Source: an optimization exercise on an open RTL-to-GDS flow (aim: small area). Production flows keep margins and buffers that such runs may drop. At most, simulation tests tie the RTL to the original design; equivalence was not proved. Power figures rest on the tool's default switching activity, not on a simulated workload.

==> run K: inputs <==
// state_machine_project_top
module state_machine_project_top(
    input i_clk,
    input i_rst,
    input i_switch_1,
    input i_switch_2,
    input i_switch_3,
    input i_switch_4,
    output o_led_1,
    output o_led_2,
    output o_led_3,
    output o_led_4,
    output o_segment2_a,
    output o_segment2_b,
    output o_segment2_c,
    output o_segment2_d,
    output o_segment2_e,
    output o_segment2_f,
    output o_segment2_g,
	output o_segment2_digit
    );
export LEC_CHECK = 0
export CAP_MARGIN = 20
export CORE_MARGIN = 2
export CORE_UTILIZATION = 75
export SLEW_MARGIN = 20
create_clock -name core_clock -period 10.0 [get_ports {i_clk}]
standard.sh (not shown) runs the stock make flow with config.mk's settings and CLKGATE_MAP_FILE= SYNTH_SCRIPT=/design/flow/synth_recipe.tcl, a recipe that flattens the netlist after the stock synthesis.
==> flow/flow/run.sh <==
#!/bin/bash
# Own layout flow: the standard flow (standard.sh) with two changes:
#  - ports are buffered with the smallest buffer (buf_1) instead of the
#    resizer's default choice;
#  - clock tree synthesis takes its arguments from flow/cts_args.txt
#    (e.g. a smaller buffer list, no dummy loads).
# Every tool's output goes to a log file in this folder (and ORFS's own logs
# stay under orfs/logs).
set -euo pipefail
HERE=$(cd "$(dirname "$0")" && pwd)
export BUFFER_PORTS_ARGS="-buffer_cell sky130_fd_sc_hd__buf_1"
export CTS_ARGS="$(cat "$HERE/cts_args.txt")"
bash standard.sh > standard_flow.log 2>&1
==> flow/flow/cts_args.txt <==
-sink_clustering_enable -repair_clock_nets -dont_use_dummy_load -buf_list {sky130_fd_sc_hd__clkbuf_4 sky130_fd_sc_hd__clkbuf_8} -sink_clustering_size 30 -sink_clustering_max_diameter 80
==> run E (differences from run K) <==
==> flow/flow/cts_args.txt (replaced) <==
-sink_clustering_enable -repair_clock_nets -dont_use_dummy_load -buf_list sky130_fd_sc_hd__clkbuf_16 -sink_clustering_size 60 -sink_clustering_max_diameter 150
--- a/flow/config.mk
+++ b/flow/config.mk
@@ -9,3 +9,3 @@
 export CORE_MARGIN = 2
-export CORE_UTILIZATION = 75
+export CORE_UTILIZATION = 60
 export SLEW_MARGIN = 20
==> run C (differences from run K) <==
==> flow/flow/cts_args.txt (replaced) <==
-sink_clustering_enable -repair_clock_nets -dont_use_dummy_load -buf_list sky130_fd_sc_hd__clkbuf_4 sky130_fd_sc_hd__clkbuf_8 -sink_clustering_size 30 -sink_clustering_max_diameter 80
==> comparison table <==
|  | run K | run E | run C |
|---|---|---|---|
| Metal-1 WL | 2.91 mm | 2.97 mm | - |
| Maximum number of pins on one net before global-route repair | 50 | 50 | - |
| H-Tree Depth | 3 | 3 | - |
| Finished Layout Cells | 480 | 487 | - |
| Biggest cell category by area in the final layout | flip-flops and latches | flip-flops and latches | - |
| DRC viols | 0 | 0 | - |
| Proportion of cell area occupied by registers | 56.5% | 55.0% | - |
| Worst setup path end | o_led_3 | o_led_3 | - |
| Peak supply drop | 0.157 mV | 0.149 mV | - |
| Worst reg2reg setup slack | 7640 ps | 7690 ps | - |
| Clock buf count | 9 | 9 | - |
| Via count of the first global-routing pass | 2524 | 2611 | - |
| Met2 usage | 38.9% | 33.0% | - |
| Clock network power share | 28.4% | 36.6% | - |
| Area of the multi-input gates | 0.00150 mm² | 0.00150 mm² | - |
| Aggregate routed wire length | 6.43 mm | 6.40 mm | - |
| Initial detailed-routing violation count | 245 | 91 | - |
| Status | no timing/DRC/antenna violations | no timing/DRC/antenna violations | stopped before the end |
| Failing step | - | - | 4_1_cts |
| Slew at the pin closest to its max-slew limit | 964 ps | 920 ps | - |
| Setup repair after global routing missed its margin | false | false | - |
| Starting utilization of the core area | 77.5% | 61.9% | 77.5% |
| Number of antenna violations at the first check in global routing | 0 | 0 | - |
| Post-detailed-placement cell area | 0.00401 mm² | 0.00402 mm² | 0.00401 mm² |
| Multi-input logic portion of the cell area | 36.3% | 35.3% | - |

* * *

==> v35 <==
==> flow/design.v <==
module binary_to_7segment(
    input i_clk,
    input i_rst,
    input[3:0] i_binary_num,
    output o_segment_a,
    output o_segment_b,
    output o_segment_c,
    output o_segment_d,
    output o_segment_e,
    output o_segment_f,
    output o_segment_g
    );
    reg[6:0] r_hex_encoding;
    always @(posedge i_clk)
    begin
        if(i_rst)
            r_hex_encoding <= 7'b0000000;
        else
        case(i_binary_num)
            4'b0000 : r_hex_encoding <= 7'b1111110;  
            4'b0001 : r_hex_encoding <= 7'b0110000;  
            4'b0010 : r_hex_encoding <= 7'b1101101;  
            4'b0011 : r_hex_encoding <= 7'b1111001;  
            4'b0100 : r_hex_encoding <= 7'b0110011;  
            4'b0101 : r_hex_encoding <= 7'b1011011;  
            4'b0110 : r_hex_encoding <= 7'b1011111;  
            4'b0111 : r_hex_encoding <= 7'b1110000;  
            4'b1000 : r_hex_encoding <= 7'b1111111;  
            4'b1001 : r_hex_encoding <= 7'b1111011;  
            4'b1010 : r_hex_encoding <= 7'b1110111;  
            4'b1011 : r_hex_encoding <= 7'b0011111;  
            4'b1100 : r_hex_encoding <= 7'b1001110;  
            4'b1101 : r_hex_encoding <= 7'b0111101;  
            4'b1110 : r_hex_encoding <= 7'b1001111;  
            4'b1111 : r_hex_encoding <= 7'b1000111;  
            default : r_hex_encoding <= 7'b0000000;  
        endcase
    end
    assign o_segment_a = r_hex_encoding[6];
    assign o_segment_b = r_hex_encoding[5];
    assign o_segment_c = r_hex_encoding[4];
    assign o_segment_d = r_hex_encoding[3];
    assign o_segment_e = r_hex_encoding[2];
    assign o_segment_f = r_hex_encoding[1];
    assign o_segment_g = r_hex_encoding[0];
endmodule
module count_and_toggle #(parameter COUNT_LIMIT = 10) (
    input i_clk,
    input i_rst,
    input i_enable,
    output reg o_toggle
);
reg [$clog2(COUNT_LIMIT-1):0] r_counter;
always @(posedge i_clk) begin
    if(i_rst) begin
        o_toggle <= 1'b0;
        r_counter <= 0;
    end
    else if(i_enable == 1'b1) begin
        if(r_counter == COUNT_LIMIT - 1) begin
            o_toggle <= !o_toggle;
            r_counter <= 0;
        end
        else begin
            r_counter <= r_counter + 1;
        end
    end
    else begin
        o_toggle <= 1'b0;
    end
end
endmodule
module debounce_filter #(parameter
    DEBOUNCE_LIMIT = 20
    ) (
    input i_clk,
    input i_rst,
    input i_bouncy,
    output o_debounced
);
reg[$clog2(DEBOUNCE_LIMIT)-1:0] r_count;
reg r_state;
always @(posedge i_clk)
begin
    if(i_rst)
    begin
        r_state <= 1'b0;
        r_count <= 0;
    end
    else if(i_bouncy !== r_state && r_count < DEBOUNCE_LIMIT-1)
    begin
        r_count <= r_count +1;
    end
    else if(r_count == DEBOUNCE_LIMIT-1)
    begin
        r_state <= i_bouncy;
        r_count <= 0;
    end
    else
    begin
        r_count <= 0;
    end
end
assign o_debounced = r_state;
endmodule
module lfsr_22(
    input i_clk,
    input i_rst,
    output[21:0] o_lfsr_data,
    output o_lfsr_done
);
reg[21:0] r_lfsr;
wire w_xnor;
always @(posedge i_clk) begin
    if(i_rst)
        r_lfsr <= 22'd0;
    else
        r_lfsr <= {r_lfsr[20:0], w_xnor};
end
assign w_xnor = r_lfsr[21] ^~ r_lfsr[20];
assign o_lfsr_done = (r_lfsr == 22'd0);
assign o_lfsr_data = r_lfsr;
endmodule
module state_machine_game #(parameter CLKS_PER_SEC = 25000000, parameter GAME_LIMIT = 6)(
    input i_clk,
    input i_rst,
    input i_switch_1,
    input i_switch_2,
    input i_switch_3,
    input i_switch_4,
    output reg [3:0] o_score,
    output o_led_1,
    output o_led_2,
    output o_led_3,
    output o_led_4
    );
    localparam START = 3'd0;
    localparam PATTERN_OFF = 3'd1;
    localparam PATTERN_SHOW = 3'd2;
    localparam WAIT_PLAYER = 3'd3;
    localparam INCR_SCORE = 3'd4;
    localparam LOSER = 3'd5;
    localparam WINNER = 3'd6;
    reg[2:0] r_sm_main;
    reg r_toggle, r_switch_1, r_switch_2, r_switch_3, r_switch_4, r_button_dv;
    reg[1:0] r_pattern[0:10];  
    wire [21:0] w_lfsr_data;
    reg[$clog2(GAME_LIMIT)-1:0] r_index;  
    reg[1:0] r_button_id;
    wire w_count_en, w_toggle;
    always @(posedge i_clk)
    begin
        if(i_rst)
        begin
            o_score <= 0;
            r_index <= 0;
            r_sm_main <= START;
        end
        else if(i_switch_1 & i_switch_2)
            r_sm_main <= START;
        else
        begin
            case(r_sm_main)
                START:
                begin
                    if(!i_switch_1 & !i_switch_2 & r_button_dv)
                    begin
                        o_score <= 0;
                        r_index <= 0;
                        r_sm_main <= PATTERN_OFF;
                    end
                end
                PATTERN_OFF:
                begin
                    if(!w_toggle & r_toggle)  
                        r_sm_main <= PATTERN_SHOW;
                end
                PATTERN_SHOW:
                begin
                    if(!w_toggle & r_toggle)  
                        if(o_score == r_index)
                        begin
                            r_index <= 0;
                            r_sm_main <= WAIT_PLAYER;
                        end
                        else
                        begin
                            r_index <= r_index + 1;
                            r_sm_main <= PATTERN_OFF;
                        end
                end
                WAIT_PLAYER:
                begin
                    if(r_button_dv)
                        if(r_pattern[r_index] == r_button_id && r_index == o_score)
                        begin
                            r_index <= 0;
                            r_sm_main <= INCR_SCORE;
                        end
                        else if(r_pattern[r_index] != r_button_id)
                            r_sm_main <= LOSER;
                        else
                            r_index <= r_index + 1;
                end
                INCR_SCORE:
                begin
                    o_score <= o_score + 1;
                    if(o_score == GAME_LIMIT - 1)
                        r_sm_main <= WINNER;
                    else
                        r_sm_main <= PATTERN_OFF;
                end
                WINNER:
                begin
                    o_score <= 4'hA;  
                end
                LOSER:
                begin
                    o_score <= 4'hF;  
                end
                default:
                    r_sm_main <= START;
            endcase
        end
    end
    always @(posedge i_clk)
    begin
        if(i_rst)
        begin
            r_pattern[0] <= 2'b00;
            r_pattern[1] <= 2'b00;
            r_pattern[2] <= 2'b00;
            r_pattern[3] <= 2'b00;
            r_pattern[4] <= 2'b00;
            r_pattern[5] <= 2'b00;
            r_pattern[6] <= 2'b00;
            r_pattern[7] <= 2'b00;
            r_pattern[8] <= 2'b00;
            r_pattern[9] <= 2'b00;
            r_pattern[10] <= 2'b00;
        end
        else if(r_sm_main == START)
        begin
            r_pattern[0] <= w_lfsr_data[1:0];
            r_pattern[1] <= w_lfsr_data[3:2];
            r_pattern[2] <= w_lfsr_data[5:4];
            r_pattern[3] <= w_lfsr_data[7:6];
            r_pattern[4] <= w_lfsr_data[9:8];
            r_pattern[5] <= w_lfsr_data[11:10];
            r_pattern[6] <= w_lfsr_data[13:12];
            r_pattern[7] <= w_lfsr_data[15:14];
            r_pattern[8] <= w_lfsr_data[17:16];
            r_pattern[9] <= w_lfsr_data[19:18];
            r_pattern[10] <= w_lfsr_data[21:20];
        end
    end
    assign o_led_1 = (r_sm_main == PATTERN_SHOW && r_pattern[r_index] == 2'b00) ? 1'b1 : i_switch_1;
    assign o_led_2 = (r_sm_main == PATTERN_SHOW && r_pattern[r_index] == 2'b01) ? 1'b1 : i_switch_2;
    assign o_led_3 = (r_sm_main == PATTERN_SHOW && r_pattern[r_index] == 2'b10) ? 1'b1 : i_switch_3;
    assign o_led_4 = (r_sm_main == PATTERN_SHOW && r_pattern[r_index] == 2'b11) ? 1'b1 : i_switch_4;
    always @(posedge i_clk)
    begin
        if(i_rst)
        begin
            r_toggle <= 1'b0;
            r_switch_1 <= 1'b0;
            r_switch_2 <= 1'b0;
            r_switch_3 <= 1'b0;
            r_switch_4 <= 1'b0;
            r_button_dv <= 1'b0;
            r_button_id <= 0;
        end
        else
        begin
        r_toggle <= w_toggle;
        r_switch_1 <= i_switch_1;
        r_switch_2 <= i_switch_2;
        r_switch_3 <= i_switch_3;
        r_switch_4 <= i_switch_4;
        if(r_switch_1 & !i_switch_1)
        begin
            r_button_dv <= 1'b1;
            r_button_id <= 0;
        end
        else if(r_switch_2 & !i_switch_2)
        begin
            r_button_dv <= 1'b1;
            r_button_id <= 1;
        end
        else if(r_switch_3 & !i_switch_3)
        begin
            r_button_dv <= 1'b1;
            r_button_id <= 2;
        end
        else if(r_switch_4 & !i_switch_4)
        begin
            r_button_dv <= 1'b1;
            r_button_id <= 3;
        end
        else
        begin
            r_button_dv <= 1'b0;
            r_button_id <= 0;
        end
        end
    end
    assign w_count_en = (r_sm_main == PATTERN_SHOW || r_sm_main == PATTERN_OFF);
    count_and_toggle #(.COUNT_LIMIT(CLKS_PER_SEC/4)) count_inst(
        .i_clk(i_clk),
        .i_rst(i_rst),
        .i_enable(w_count_en),
        .o_toggle(w_toggle)
    );
    lfsr_22 lfsr_inst(
        .i_clk(i_clk),
        .i_rst(i_rst),
        .o_lfsr_data(w_lfsr_data),
        .o_lfsr_done()  
    );
endmodule
module state_machine_project_top(
    input i_clk,
    input i_rst,
    input i_switch_1,
    input i_switch_2,
    input i_switch_3,
    input i_switch_4,
    output o_led_1,
    output o_led_2,
    output o_led_3,
    output o_led_4,
    output o_segment2_a,
    output o_segment2_b,
    output o_segment2_c,
    output o_segment2_d,
    output o_segment2_e,
    output o_segment2_f,
    output o_segment2_g,
	output o_segment2_digit
    );
    localparam GAME_LIMIT = 7;  
    localparam CLKS_PER_SEC = 20000;  
    localparam DEBOUNCE_LIMIT = 250;  
    wire w_switch_1, w_switch_2, w_switch_3, w_switch_4;
    wire w_segment2_a, w_segment2_b, w_segment2_c, w_segment2_d, w_segment2_e, w_segment2_f, w_segment2_g;
    wire[3:0] w_score;
    debounce_filter #(.DEBOUNCE_LIMIT(DEBOUNCE_LIMIT)) debounce_sw1(
        .i_clk(i_clk),
        .i_rst(i_rst),
        .i_bouncy(!i_switch_1),  
        .o_debounced(w_switch_1)
    );
    debounce_filter #(.DEBOUNCE_LIMIT(DEBOUNCE_LIMIT)) debounce_sw2(
        .i_clk(i_clk),
        .i_rst(i_rst),
        .i_bouncy(i_switch_2),
        .o_debounced(w_switch_2)
    );
    debounce_filter #(.DEBOUNCE_LIMIT(DEBOUNCE_LIMIT)) debounce_sw3(
        .i_clk(i_clk),
        .i_rst(i_rst),
        .i_bouncy(i_switch_3),
        .o_debounced(w_switch_3)
    );
    debounce_filter #(.DEBOUNCE_LIMIT(DEBOUNCE_LIMIT)) debounce_sw4(
        .i_clk(i_clk),
        .i_rst(i_rst),
        .i_bouncy(i_switch_4),
        .o_debounced(w_switch_4)
    );
    state_machine_game #(.CLKS_PER_SEC(CLKS_PER_SEC), .GAME_LIMIT(GAME_LIMIT)) game_inst(
        .i_clk(i_clk),
        .i_rst(i_rst),
        .i_switch_1(w_switch_1),
        .i_switch_2(w_switch_2),
        .i_switch_3(w_switch_3),
        .i_switch_4(w_switch_4),
        .o_score(w_score),
        .o_led_1(o_led_1),
        .o_led_2(o_led_2),
        .o_led_3(o_led_3),
        .o_led_4(o_led_4)
    );
    binary_to_7segment scoreboard(
        .i_clk(i_clk),
        .i_rst(i_rst),
        .i_binary_num(w_score),
        .o_segment_a(w_segment2_a),
        .o_segment_b(w_segment2_b),
        .o_segment_c(w_segment2_c),
        .o_segment_d(w_segment2_d),
        .o_segment_e(w_segment2_e),
        .o_segment_f(w_segment2_f),
        .o_segment_g(w_segment2_g)
    );
    assign o_segment2_a = w_segment2_a;
    assign o_segment2_b = w_segment2_b;
    assign o_segment2_c = w_segment2_c;
    assign o_segment2_d = w_segment2_d;
    assign o_segment2_e = w_segment2_e;
    assign o_segment2_f = w_segment2_f;
    assign o_segment2_g = w_segment2_g;
	assign o_segment2_digit = 1'b0;  
endmodule
==> flow/run.sh <==
#!/bin/bash
# synth_recipe.tcl (not shown) runs the flow's synth.tcl, then flattens the netlist and writes it again
# the make line also repeats each setting of config.mk as NAME=value (left out here)
make -C /OpenROAD-flow-scripts/flow DESIGN_CONFIG=/design/flow/config.mk WORK_HOME=/design/flow/orfs CLKGATE_MAP_FILE= SYNTH_SCRIPT=/design/flow/synth_recipe.tcl finish
==> flow/config.mk <==
export PLATFORM = sky130hd
export DESIGN_NAME = state_machine_project_top
export DESIGN_NICKNAME = state_machine_project_top
export VERILOG_FILES = /design/flow/design.v
export SDC_FILE = /design/flow/constraint.sdc
export NUM_CORES = 4
export LEC_CHECK = 0
export CAP_MARGIN = 20
export CORE_MARGIN = 2
export CORE_UTILIZATION = 70
export CTS_BUF_LIST = sky130_fd_sc_hd__clkbuf_8
export CTS_CLUSTER_DIAMETER = 200
export CTS_CLUSTER_SIZE = 60
export SLEW_MARGIN = 20
==> flow/constraint.sdc <==
create_clock -name core_clock -period 10.0 [get_ports {i_clk}]
set_input_delay 2.0000 -clock core_clock [delete_from_list [all_inputs] [get_ports {i_clk}]]
set_output_delay 2.0000 -clock core_clock [all_outputs]
set_load 0.01 [all_outputs]
==> v7: changes against v35 <==
CORE_UTILIZATION = 40   (was 70)
CTS_BUF_LIST = unset   (was sky130_fd_sc_hd__clkbuf_8)
CTS_CLUSTER_DIAMETER = unset   (was 200)
CTS_CLUSTER_SIZE = unset   (was 60)
==> run summary <==
quantity	v35	v7
Power of the sequential group	463 uW	464 uW
Core region area	0.00683 mm2	0.0121 mm2
Hold endpoint	game_inst.lfsr_inst.r_lfsr[17]	game_inst.r_pattern[0][0]
Hold path startpoint	game_inst.lfsr_inst.r_lfsr[16]	game_inst.lfsr_inst.r_lfsr[0]
Met1 Usage GRT	30.6%	17.7%
Number of logic stages on the critical path including buffering	6	7
Detail Route met2 WL	4.45 mm	4.68 mm
Placed Cells incl. Taps	656	728
Total Die Area	0.00779 mm2	0.0133 mm2
Net switching power	192 uW	216 uW
Clock-pin slew on the worst setup and hold paths	0.06 ns	0.05 ns
Run status	no timing/DRC/antenna violations	no timing/DRC/antenna violations
Avg Vias per Cell	5.46	4.89
Sequential group share of total power	54.1%	44.9%
Power per Cell Area	156 mW/mm2	179 mW/mm2
Total power draw	856 uW	1.03 mW
Fraction of the cycle the final worst path needs	48.9%	47.9%
Instance area at placement	0.00516 mm2	0.00525 mm2
Setup slack after layout	5.11 ns	5.21 ns
Switching Share	22.4%	20.9%
No functional check of the RTL was part of any run of this note.

-- what the ideal ports hide --
The flow's constraints put no driver on any port. The routed layouts listed below were extracted and timed again, unchanged, in two steps.
Step 1, drivers: a clkbuf_16 drives i_clk and a buf_2 each remaining input, both assumed.
Step 2, shift: input delay + t, output delay - t, t = (earliest + latest rising clock arrival at the registers) / 2. This alone moves slack from input paths to output paths.
a / b / c = ideal / step 1 / step 2; a / b = the first two.
run | t (ns) | slack for setup (ns) | hold WS [ns] | clock arrival spread, ns
run K | 0.367 | 5.678 / 5.649 / 6.017 | 0.370 / 0.370 / 0.370 | 0.027 / 0.027
run E | 0.363 | 5.769 / 5.733 / 6.096 | 0.373 / 0.373 / 0.373 | 0.019 / 0.020
v35 | 0.445 | 5.115 / 5.084 / 5.529 | 0.434 / 0.434 / 0.434 | 0.012 / 0.011
v7 | 0.443 | 5.214 / 5.173 / 5.616 | 0.448 / 0.448 / 0.448 | 0.011 / 0.011
After both steps every run listed still meets setup and hold.
